From an optimization exercise on the open Yosys and OpenROAD flow, aimed at small area, a short achievable clock period and few clock cycles; shortcuts taken in it are not production practice.
Only simulation tests tie the RTL to the original design; equivalence was not proved.

==> flow/design.v (outline; a module is shown in full before it is edited, if it fits) <==
// module mult32x32_fast_arith: 2160 lines
// module mult32x32_fast_fsm: 16 lines
// module mult32x32_fast: 25 lines
module mult32x32_fast (
    input  logic        clk,
    input  logic        reset,
    input  logic        start,
    input  logic [31:0] a,
    input  logic [31:0] b,
    output logic        busy,
    output logic [63:0] product
);
  // ...
==> flow/flow/run.sh <==
#!/bin/bash
# Layout: the standard flow (standard.sh, its synthesis unchanged), with two changes:
# the ports are buffered with buf_2 cells instead of the delay buffers buffer_ports picks
# by default, and the resizer may swap a cell for one of another footprint.
# make's full output goes to standard_flow.log here; ORFS's per-step logs to orfs/logs/.
set -euo pipefail
bash standard.sh \
  "BUFFER_PORTS_ARGS=-buffer_cell sky130_fd_sc_hd__buf_2" \
  MATCH_CELL_FOOTPRINT=0 \
  finish > standard_flow.log 2>&1
==> flow/standard.sh <==
#!/bin/bash
# synth_recipe.tcl (not shown) runs the flow's synth.tcl, then flattens the netlist and writes it again
# the make line also repeats each setting of config.mk as NAME=value (left out here)
make -C /OpenROAD-flow-scripts/flow DESIGN_CONFIG=/design/flow/config.mk WORK_HOME=/design/flow/orfs CLKGATE_MAP_FILE= SYNTH_SCRIPT=/design/flow/synth_recipe.tcl "${@:-finish}"
==> flow/config.mk <==
export PLATFORM = sky130hd
export DESIGN_NAME = mult32x32_fast
export DESIGN_NICKNAME = mult32x32_fast
export VERILOG_FILES = /design/flow/design.v
export SDC_FILE = /design/flow/constraint.sdc
export NUM_CORES = 4
export LEC_CHECK = 0
export ABC_AREA = 1
export CAP_MARGIN = 20
export CORE_MARGIN = 2
export CORE_UTILIZATION = 40
export PLACE_DENSITY = 0.6
export SETUP_SLACK_MARGIN = 3
export SLEW_MARGIN = 20
==> flow/constraint.sdc <==
create_clock -name core_clock -period 12.0 [get_ports {clk}]
set_input_delay 2.4000 -clock core_clock [delete_from_list [all_inputs] [get_ports {clk}]]
set_output_delay 2.4000 -clock core_clock [all_outputs]
set_load 0.01 [all_outputs]
==> metrics.csv, run 1 <==
metric,value,unit
crit_family,adder cells,
buffers,169,
critical_path_depth,27,
clockRootBuffer,clkbuf_16,
hp-start,product[47]$_DFFE_PP_,
seq-cell-share,10.1,%
ys_types,55,
gp_congestion,0.989,
cts_tree,yes,
cts_setup_buffers,1,
antenna_left,0,
clk_pin_slew,60,ps
dp.cells,2793,
grt_pass1_wl,107,mm
worst_hold_slack,763,ps
ys.flop_type,edfxtp_1,
crit_path_start_kind,input port,
clk_latency,370,ps
r2r_setup_slack,4570,ps
grtUsageMet3,9.99,%
syn_to_final_growth,9.48,%
rows,76,
synth.top_cells.by_area,"fa_1 (25%), xor2_1 (15%), edfxtp_1 (11%)",
cts_resized,6,
synth_compound_area_share,19.1,%
synthSimpleGateAreaFrac,12.3,%
hold_depth,4,
layout.cells.most_common,inv_1,
rsz0062_at_grt,yes,
required,12120,ps
clock-sinks,65,
hold_violations,0,
setup_slack,3290,ps
status,timing/DRC/antenna clean,
grt_max_degree,65,
syn_avg_cell_area,8.11,µm²
timing.final.crit_share,72.6,%
hold_buffers,0,
Testbench counts, summed over its fixed seeds: cycles 4,808.
==> run 2, diff against run 1 <==
--- a/flow/config.mk
+++ b/flow/config.mk
@@ -11,4 +11,4 @@
 export CORE_UTILIZATION = 40
 export PLACE_DENSITY = 0.6
-export SETUP_SLACK_MARGIN = 3
+export SETUP_SLACK_MARGIN = 4
 export SLEW_MARGIN = 20
==> run 2 against run 1 <==
  * Worst hold slack improved by 1.2 ps
  * Synthesized area did not move
  * Clock skew is 1.0 ps lower
  * Die area unchanged
  * Global-route usage up 0.49 points
  * Synthesized cell count unchanged
  * Maximum frequency grew 10%
  * Sequential share of layout area down 1.0 points
  * Critical path depth increased by 2
  * Register-to-register slack improved by 540 ps
  * Largest cell class unchanged
==> metrics.csv, run 2 <==
metric,value,unit,change
status,timing/DRC/antenna clean,,unchanged
required,12120,ps,about the same
largest_register,product,,unchanged
clk_latency,380,ps,was 370 ps
hold_buffers,0,,unchanged
antenna_left,0,,unchanged
grt_max_degree,65,,unchanged
m1WireLength,29.0,mm,about the same
layout-drive-gt1-share,23.5,%,was 12.4%
top_regs,"product x64, fsm_u.busy x1",,unchanged
setup_viol,0,,unchanged
io_buffers,131,,unchanged
dr_wl_met3,9.89,mm,was 8.65 mm
drv_slew,0,,unchanged
rows,76,,unchanged
layout.cells.most_common,inv_1,,unchanged
cap_violations,0,,unchanged
critPathMaxStageDelay,560,ps,was 580 ps
vias_per_cell,6.01,,was 5.93
synth.top_cell.area_share,25.1,%,unchanged
timing.final.crit_share,65.8,%,was 72.6%
start_util,40.7,%,unchanged
synth_common_cells,"inv_1 (309), xor2_1 (295), nand2_1 (275)",,unchanged
grtUsageTotal,31.9,%,was 31.4%
final_cells,2905,,was 2833
cts_buffers,9,,unchanged
setup_tns,0,ps,unchanged
clock.fmax,0.127,GHz,was 0.115 GHz
crit_path_start_kind,input port,,unchanged
hold_path_class,flop to flop,,unchanged
ys.flop_type,edfxtp_1,,unchanged
cts_tree,yes,,unchanged
most-common-layout-cells,"inv_1 (303), xor2_1 (283), nand2_1 (257), o22ai_1 (204), fa_1 (186)",,"was inv_1 (309), xor2_1 (295), nand2_1 (274), o22ai_1 (225), fa_1 (221)"
routed-wl-met2,31.3,mm,was 30.1 mm
cts-htree-levels,3,,unchanged
dp.cells,2793,,unchanged
worst_pin_slew,1000,ps,was 1050 ps
post-dp-hpwl,51.5,mm,unchanged
top_layer_used,met5,,unchanged
synth.yosys.seq_area_share,11.1,%,unchanged
grt_pass1_wl,108,mm,was 107 mm
dieWidth,214,µm,unchanged
synth_most_common_cell,inv_1,,unchanged
dieArea,45700,µm²,unchanged
path_class,input port to flop,,unchanged
firstDrtPassIters,8,,was 6
clock-sinks,65,,unchanged
dp_slack,2170,ps,unchanged
layout.nets,2682,,was 2613
syn_to_final_growth,21.5,%,was 9.48%
drc,0,,unchanged
fin_crit,7900,ps,was 8710 ps
grt_pass1_vias,17600,,was 17.2k
finalCoreUtilization,49.4,%,was 44.5%
setup_slack,4100,ps,was 3290 ps
vias,17500,,was 16.8k
totalWireLength,74.1,mm,was 70.3 mm
syn_inst,2171,,unchanged
relSlewSlack,32.9,%,was 30.0%
die_h,214,µm,unchanged
clk_pin_slew,60,ps,about the same
worst_hold_slack,764,ps,was 763 ps
syn_area,17600,µm²,unchanged
io_pins,132,,unchanged
drtIter0Drc,2048,,was 2042
grt_antenna_before_repair,5,,was 3
largest_reg_flops,64,,unchanged
fin_skew,8.01,ps,was 9.00 ps
gp_congestion,0.989,,unchanged
ys_ff_latch,65,,unchanged
async_flop_share,1.54,%,unchanged
rsz0062_at_grt,yes,,unchanged
slowest_stage,fa_2,,was fa_1
synth_top_cell_by_area,fa_1,,unchanged
synth_edf_count,64,,unchanged
clockRootBuffer,clkbuf_16,,unchanged
yosys_warnings,2,,unchanged
syn_avg_cell_area,8.11,µm²,unchanged
hold_violations,0,,unchanged
syn_nets,2541,,unchanged
crit_arrival,8020,ps,was 8830 ps
coreArea,43300,µm²,unchanged
cp_max_fo,18,,was 37
synth.top_cells.by_area,"fa_1 (25%), xor2_1 (15%), edfxtp_1 (11%)",,unchanged
grt.overflow.total,0,,unchanged
wire_per_inst,25.5,µm,was 24.8 µm
ys_types,55,,unchanged
clockBufferDepth,2,,unchanged
cp-end-kind,flop,,unchanged
[run 2: changes by cell type in the layout (fill, tap and decap cells not counted), sizes merged]
cell,delta
buf,+60
bufinv,+1
clkbuf,+7
diode,+3
inv,-1
nand2,+2
[run 2: what timing repair did]
| item | CTS | global route |
|---|---|---|
| pin swaps | 23 | 85 |
| gates resized for setup | 127 | 250 |
| endpoints found under the setup margin | 49 | 41 |
| buffers inserted | 43 | 35 |
| gates cloned | 8 | 7 |
[run 2: area by class of cell]
class	instances	area [µm²]
Fill cell	4096	21900
Inverter	346	1370
Timing Repair Buffer	236	1900
Clock buffer	10	229
Multi-Input combinational cell	1654	15100
Antenna cell	3	7.51
Clock inverter	6	82.6
Tap cell	585	732
Sequential cell	65	1950
[run 2: cell families (layout without fill, tap and decap cells)]
family / count (synthesis) / in the layout / share of synthesized area (%)
AOI/OAI and AO/OA: 518 / 522 / 19.1
and+or+nand+nor: 513 / 516 / 12.3
buffers and inverters: 459 / 598 / 11.0
xor gates and xnor gates: 312 / 312 / 15.5
adders and majority gates: 303 / 303 / 31.0
DFF: 65 / 65 / 11.1
muxes: 1 / 1 / 0.0782
other: 0 / 3 / 0
[run 2: worst paths after layout]
check                      cells after the start                    end  slack [ps]                  start
max                                           29  product[52]$_DFFE_PP_        4100                  b[27]
min                                            4  product[63]$_DFFE_PP_         760  product[47]$_DFFE_PP_
max reg2reg                                   26  product[52]$_DFFE_PP_        5110   fsm_u.busy$_DFF_PP0_
min reg2reg                                    4  product[63]$_DFFE_PP_         760  product[47]$_DFFE_PP_
max in group asynchronous                      2   fsm_u.busy$_DFF_PP0_       10040                  reset
min in group asynchronous                      2   fsm_u.busy$_DFF_PP0_        1850                  reset
[run 2: metrics by stage]
| step | area [µm²] |
|---|---|
| after floorplan | 17600 |
| after global placement | 18600 |
| after detailed placement | 18600 |
| after CTS | 19900 |
| after global routing | 21400 |
| final | 21400 |
[run 2: worst max-delay path: cells and delay by family]
| kind | cells | cell delay, ps |
|---|---|---|
| adder cells (fa/ha/maj) | 5 | 2160 |
| AND/OR/NAND/NOR | 9 | 1160 |
| buffers and inverters | 7 | 980 |
| AO/OA/AOI/OAI | 6 | 890 |
| XOR/XNOR | 2 | 410 |
[run 2: routing by layer]
layer  vias to the layer above  global-route usage, %
met2                      1277                   47.9
met3                       286                   10.4
met5                         -                   1.62
li1                       7449                      -
met4                         4                   13.0
met1                      8455                   42.2
==> run 3, diff against run 2 <==
--- a/flow/config.mk
+++ b/flow/config.mk
@@ -10,5 +10,6 @@
 export CORE_MARGIN = 2
 export CORE_UTILIZATION = 40
+export CTS_BUF_LIST = sky130_fd_sc_hd__clkbuf_4 sky130_fd_sc_hd__clkbuf_8
 export PLACE_DENSITY = 0.6
-export SETUP_SLACK_MARGIN = 4
+export SETUP_SLACK_MARGIN = 3.5
 export SLEW_MARGIN = 20
==> run 3 against run 2 <==
  * Global-route usage fell by 0.34 points
  * Sequential share of layout area rose by 0.89 points
  * Worst setup slack got worse by 420 ps
  * Design area shrank 8.9%
  * Synthesized cell count did not move
  * Worst hold slack worse by 0.61 ps
  * Clock skew increased by 5.4 ps
  * Routed wire length decreased by 4.2%
  * Sequential cell count unchanged
  * Register-to-register slack got worse by 250 ps
  * Non-clock buffer count decreased by 50
  * Still clean on timing, DRC and antenna
  * Largest cell class unchanged
==> metrics.csv, run 3 <==
metric,value,unit,change
status,timing/DRC/antenna clean,,unchanged
relSlewSlack,35.6,%,was 32.9%
layout.nets,2632,,was 2682
synthMuxAreaShare,0.0782,%,unchanged
ys_types,55,,unchanged
cts-htree-levels,3,,unchanged
hold_violations,0,,unchanged
vias,17100,,was 17.5k
post-dp-hpwl,51.5,mm,unchanged
layout.cells.most_common,inv_1,,unchanged
finalCoreUtilization,45.0,%,was 49.4%
drv_slew,0,,unchanged
synth_most_common_cell,inv_1,,unchanged
rows,76,,unchanged
ys_ff_latch,65,,unchanged
slowest_stage,fa_1,,was fa_2
antenna_left,0,,unchanged
synth_common_cells,"inv_1 (309), xor2_1 (295), nand2_1 (275)",,unchanged
cp_max_fo,32,,was 18
largest_reg_flops,64,,unchanged
rsz0062_at_grt,yes,,unchanged
cap_violations,0,,unchanged
dieArea,45700,µm²,unchanged
setup_tns,0,ps,unchanged
gp_congestion,0.989,,unchanged
yosys_warnings,2,,unchanged
grt_max_degree,65,,unchanged
fin_skew,13.4,ps,was 8.01 ps
totalWireLength,71.0,mm,was 74.1 mm
fin_crit,8320,ps,was 7900 ps
cts_buffers,9,,unchanged
critPathBufInv,4,,was 7
layout-drive-gt1-share,13.9,%,was 23.5%
synth_top_cell_by_area,fa_1,,unchanged
synth.yosys.seq_area_share,11.1,%,unchanged
syn_nets,2541,,unchanged
crit_path_start_kind,input port,,unchanged
dieWidth,214,µm,unchanged
synthSimpleGateAreaFrac,12.3,%,unchanged
drc,0,,unchanged
hold_buffers,0,,unchanged
ys.flop_type,edfxtp_1,,unchanged
cp-end-kind,flop,,unchanged
syn_area,17600,µm²,unchanged
grt_pass1_vias,17400,,was 17.6k
io_buffers,131,,unchanged
required,12150,ps,was 12120 ps
drtIter0Drc,1974,,was 2048
synth_edf_count,64,,unchanged
synth.top_cells.by_area,"fa_1 (25%), xor2_1 (15%), edfxtp_1 (11%)",,unchanged
worst_pin_slew,966,ps,was 1000 ps
syn_to_final_growth,10.7,%,was 21.5%
grt_pass1_wl,107,mm,was 108 mm
clockRootBuffer,clkbuf_8,,was clkbuf_16
cp_common_cell,fa_1,,
synthXorXnorAreaFrac,15.5,%,unchanged
largest_register,product,,unchanged
fill_cells,4347,,was 4096
cts_tree,yes,,unchanged
grt.overflow.total,0,,unchanged
path_class,input port to flop,,unchanged
grt_antenna_before_repair,3,,was 5
syn_inst,2171,,unchanged
clockBufferDepth,2,,unchanged
firstDrtPassIters,6,,was 8
top_regs,"product x64, fsm_u.busy x1",,unchanged
grtUsageTotal,31.5,%,was 31.9%
synth_compound_area_share,19.1,%,unchanged
setup_viol,0,,unchanged
coreArea,43300,µm²,unchanged
async_flop_share,1.54,%,unchanged
timing.final.crit_share,69.3,%,was 65.8%
die_h,214,µm,unchanged
crit_arrival,8470,ps,was 8020 ps
synth_top_family_by_area,adder cells,,unchanged
io_pins,132,,unchanged
synth.top_cell.area_share,25.1,%,unchanged
wire_per_inst,24.9,µm,was 25.5 µm
crit_family,adder cells,,unchanged
clock.fmax,0.120,GHz,was 0.127 GHz
vias_per_cell,5.98,,was 6.01
clk_latency,410,ps,was 380 ps
synth_fa_ha_area_share,31.0,%,unchanged
clock-sinks,65,,unchanged
clk_pin_slew,80,ps,was 60 ps
start_util,40.7,%,unchanged
syn_avg_cell_area,8.11,µm²,unchanged
hold_path_class,flop to flop,,unchanged
most-common-layout-cells,"inv_1 (309), xor2_1 (294), nand2_1 (272), o22ai_1 (225), fa_1 (221)",,"was inv_1 (303), xor2_1 (283), nand2_1 (257), o22ai_1 (204), fa_1 (186)"
critPathMaxStageDelay,560,ps,about the same
==> run 3: cell counts after synthesis <==
No cell type changed its count.
==> run 3: worst paths after layout <==
path | slack (ps) | depth (start not counted) | end | start
setup / recovery | 3680 | 27 | product[56]$_DFFE_PP_ | b[21]
hold / removal | 760 | 4 | product[63]$_DFFE_PP_ | product[47]$_DFFE_PP_
setup reg to reg | 4860 | 24 | product[56]$_DFFE_PP_ | fsm_u.busy$_DFF_PP0_
hold reg to reg | 760 | 4 | product[63]$_DFFE_PP_ | product[47]$_DFFE_PP_
max in group asynchronous | 10080 | 2 | fsm_u.busy$_DFF_PP0_ | reset
min in group asynchronous | 1820 | 2 | fsm_u.busy$_DFF_PP0_ | reset
==> run 3: cell families after synthesis <==
group | count (synthesis)
mux | 1
simple gates | 513
flops | 65
compound gates | 518
buf+inv | 459
xor+xnor | 312
fa+ha+maj | 303
==> run 3: cell type report <==
class,count,area (µm²),share of cell area (%)
inverters,346,1320,6.78
diodes,1,2.50,0.0128
clock inverters,6,82.6,0.424
repair buffers,186,1230,6.32
flip-flops and latches,65,1950,10.0
well taps,585,732,3.76
clock buffers,10,131,0.674
multi-input cells,1654,14000,72.0
==> run 3: tightest hold or removal path, cell delays in order (launching register included) <==
cell      delay, ps
edfxtp_1        370
nor2_1           50
nor2_1          140
nand2_1          70
nand2_1          50
==> run 3: routing by layer <==
layer	vias up	part of all wire (%)	GRT usage, %
met3	227	14	11.2
met2	1231	42	47.4
li1	7343	-	-
met4	2	4.5	12.3
met5	-	0.015	0
met1	8252	40	41.5
==> run 3: metrics by stage <==
stage | instance area [µm²] | cells | hold WS [ps] | worst slack (ps)
2_1_floorplan | 17600 | 2171 | 764 | 4210
3_3_place_gp | 18600 | 2793 | 750 | 2320
3_5_place_dp | 18600 | 2793 | 756 | 2170
4_1_cts | 19200 | 2838 | 763 | 3520
5_1_grt | 19500 | 2852 | 874 | 3440
6_report | 19500 | 2853 | 763 | 3680
==> run 3: what timing repair did <==
action	in CTS	in global routing
gates resized for setup	30	40
pin swaps	9	1
endpoints found under the setup margin	39	26
cloned	6	2
buffers inserted	23	12
==> run 4, diff against run 3 <==
--- a/flow/config.mk
+++ b/flow/config.mk
@@ -10,5 +10,4 @@
 export CORE_MARGIN = 2
 export CORE_UTILIZATION = 40
-export CTS_BUF_LIST = sky130_fd_sc_hd__clkbuf_4 sky130_fd_sc_hd__clkbuf_8
 export PLACE_DENSITY = 0.6
 export SETUP_SLACK_MARGIN = 3.5
==> run 4 against run 3 <==
  * Critical path depth increased by 1
  * First-iteration DRC count increased by 4.5%
  * Cell count about the same
  * Worst hold slack about the same
  * Die area unchanged
  * Non-clock buffer count unchanged
  * Routed wire length about the same
  * Clock skew shrank 4.3 ps
  * Synthesized area stayed put
  * Worst setup slack better by 28 ps
  * Utilization up 0.35 points
  * Critical path type unchanged
  * Largest cell class unchanged
==> metrics.csv, run 4 <==
metric,value,unit,change
grt.overflow.total,0,,unchanged
syn_avg_cell_area,8.11,µm²,unchanged
critPathMaxStageDelay,590,ps,was 560 ps
r2r_setup_slack,4830,ps,was 4860 ps
hold_depth,4,,unchanged
die_h,214,µm,unchanged
yosys_warnings,2,,unchanged
drtIter0Drc,2063,,was 1974
fin_skew,9.12,ps,was 13.4 ps
layout-drive-gt1-share,14.2,%,was 13.9%
vias,17000,,was 17.1k
grt_pass1_vias,17300,,was 17.4k
dieArea,45700,µm²,unchanged
cp_max_fo,18,,was 32
path_class,input port to flop,,unchanged
clk_latency,370,ps,was 410 ps
clock.fmax,0.121,GHz,was 0.120 GHz
layout.nets,2632,,unchanged
timing.final.crit_share,69.1,%,was 69.3%
ys_types,55,,unchanged
setup_slack,3710,ps,was 3680 ps
rsz0062_at_grt,yes,,unchanged
async_flop_share,1.54,%,unchanged
crit_arrival,8410,ps,was 8470 ps
worstReg2RegStart,fsm_u.busy$_DFF_PP0_,,unchanged
post-dp-hpwl,51.5,mm,unchanged
clockRootBuffer,clkbuf_16,,was clkbuf_8
grt_max_degree,65,,unchanged
setup.worst_path.start,b[21],,unchanged
clockBufferDepth,2,,unchanged
worst_pin_slew,983,ps,was 966 ps
firstDrtPassIters,5,,was 6
drv_slew,0,,unchanged
synth_most_common_cell,inv_1,,unchanged
dp_slack,2170,ps,unchanged
gp_congestion,0.989,,unchanged
io_pins,132,,unchanged
dieWidth,214,µm,unchanged
cts_tree,yes,,unchanged
io_buffers,131,,unchanged
min_to,product[63]$_DFFE_PP_,,unchanged
finalCoreUtilization,45.4,%,was 45.0%
clock-sinks,65,,unchanged
synth_top_cell_by_area,fa_1,,unchanged
totalWireLength,71.1,mm,was 71.0 mm
cap_violations,0,,unchanged
setup_tns,0,ps,unchanged
ys.flop_type,edfxtp_1,,unchanged
worst_hold_slack,763,ps,about the same
grtUsageTotal,31.6,%,was 31.5%
relSlewSlack,34.5,%,was 35.6%
largest_register,product,,unchanged
synth.top_cells.by_area,"fa_1 (25%), xor2_1 (15%), edfxtp_1 (11%)",,unchanged
antenna_left,0,,unchanged
syn_area,17600,µm²,unchanged
critPathBufInv,5,,was 4
synth.top_cell.area_share,25.1,%,unchanged
coreArea,43300,µm²,unchanged
hold_violations,0,,unchanged
crit_family,adder cells,,unchanged
start_util,40.7,%,unchanged
slowest_stage,fa_1,,unchanged
largest_reg_flops,64,,unchanged
cp-end-kind,flop,,unchanged
hold_path_class,flop to flop,,unchanged
cts-htree-levels,3,,unchanged
drc,0,,unchanged
wire_per_inst,24.9,µm,about the same
layout.cells.most_common,inv_1,,unchanged
synth_edf_count,64,,unchanged
syn_nets,2541,,unchanged
synth.yosys.seq_area_share,11.1,%,unchanged
rows,76,,unchanged
hold_buffers,0,,unchanged
crit_path_start_kind,input port,,unchanged
syn_inst,2171,,unchanged
n_antenna_cell,0,,was 1
ys_ff_latch,65,,unchanged
fin_crit,8290,ps,was 8320 ps
hp-start,product[47]$_DFFE_PP_,,unchanged
cts_buffers,9,,unchanged
status,timing/DRC/antenna clean,,unchanged
grt_pass1_wl,107,mm,about the same
most-common-layout-cells,"inv_1 (309), xor2_1 (294), nand2_1 (272), o22ai_1 (225), fa_1 (221)",,unchanged
syn_to_final_growth,11.6,%,was 10.7%
vias_per_cell,5.97,,was 5.98
clk_pin_slew,60,ps,was 80 ps
setup_viol,0,,unchanged
reg2reg_depth,25,,was 24
synth_common_cells,"inv_1 (309), xor2_1 (295), nand2_1 (275)",,unchanged
grt_antenna_before_repair,1,,was 3
required,12120,ps,was 12150 ps
r2r-end,product[58]$_DFFE_PP_,,was product[56]$_DFFE_PP_
top_regs,"product x64, fsm_u.busy x1",,unchanged
-- run 4: repair_timing --
action | CTS | global route
buffers inserted | 23 | 12
pin swaps | 9 | 2
gates cloned | 6 | 2
setup endpoints to repair | 42 | 28
gates resized for setup | 32 | 57
-- run 4: worst reg2reg max path: stages, from the launching register on --
cell	delay, ps
dfrtp_2	340
buf_4	590
inv_1	520
nand2_8	280
inv_8	140
a31oi_4	480
buf_4	240
o22ai_1	80
xor2_1	200
fa_1	590
fa_1	460
fa_1	490
fa_1	490
inv_1	40
ha_1	390
nand2_1	140
nor2_2	200
inv_1	110
nor3_1	300
nand3_1	120
nand3_1	180
nand3_1	100
o211ai_1	150
nand2_1	100
nand2_1	110
xor2_1	80
-- run 4: worst max-delay path by stage --
stage                                        to  slack (ps)  depth (start not counted)
after global routing      product[56]$_DFFE_PP_        3470                         28
final                     product[58]$_DFFE_PP_        3710                         28
after CTS                 product[56]$_DFFE_PP_        3540                         27
after detailed placement  product[56]$_DFFE_PP_        2170                         27
after floorplan           product[56]$_DFFE_PP_        4210                         28
after global placement    product[56]$_DFFE_PP_        2320                         27
-- run 4: cell type report --
type | count | area (µm²)
clock buffers | 10 | 229
clock inverters | 6 | 82.6
fillers | 4341 | 23600
inverters | 346 | 1320
multi-input cells | 1654 | 14100
flip-flops and latches | 65 | 1950
well taps | 585 | 732
repair buffers | 186 | 1240
-- run 4: metrics by stage --
stage,cells,instance area (µm²)
4_1_cts,2838,19300
5_1_grt,2852,19600
2_1_floorplan,2171,17600
6_report,2852,19600
3_5_place_dp,2793,18600
3_3_place_gp,2793,18600
-- run 4: layer usage --
layer  up-vias  GRT usage [%]  share of wire, %
met5         -              0                 0
met1      8312           42.1                40
met2      1127           47.3                42
met4         0           12.3               4.6
met3       240           10.6                13
li1       7348              -                 -
-- run 4: cells by family after synthesis --
group / share of synthesized area [%]
and+or+nand+nor: 12.3
xor gates and xnor gates: 15.5
muxes: 0.0782
DFF: 11.1
AOI/OAI and AO/OA: 19.1
adders and majority gates: 31.0
buffers and inverters: 11.0

## static timing again, ports no longer ideal
In the flow no input, the clock included, has a driving cell. The finished layouts below were timed again as built, in two steps. Step 1 assumes that a clkbuf_16 drives the clock port and a buf_2 every other input. Step 2 moves the port delays by t, midway between the first and last clock arrival at a register: inputs arrive t later, outputs are due t later. That takes back most of the time a late clock gives input paths. a / b / c = ideal ports / drivers / drivers and shift; a / b = the first two.
run | shift t [ns] | slack for setup (ns) | worst hold slack (ns) | worst setup path after step 2 | pins driven straight from the clock port
run 1 | 0.418 | 3.285 / 3.317 / 2.899 | 0.763 / 0.763 / 0.763 | input to register | 1
run 2 | 0.424 | 4.098 / 4.131 / 3.707 | 0.764 / 0.764 / 0.764 | input to register | 1
run 3 | 0.448 | 3.680 / 3.707 / 3.260 | 0.763 / 0.763 / 0.763 | input to register | 1
run 4 | 0.419 | 3.709 / 3.740 / 3.320 | 0.763 / 0.763 / 0.763 | input to register | 1
After both steps every run listed still meets setup and hold. The setup slack of run 3, which loses most, moves by +0.027 ns with the drivers and by -0.420 ns with both steps.
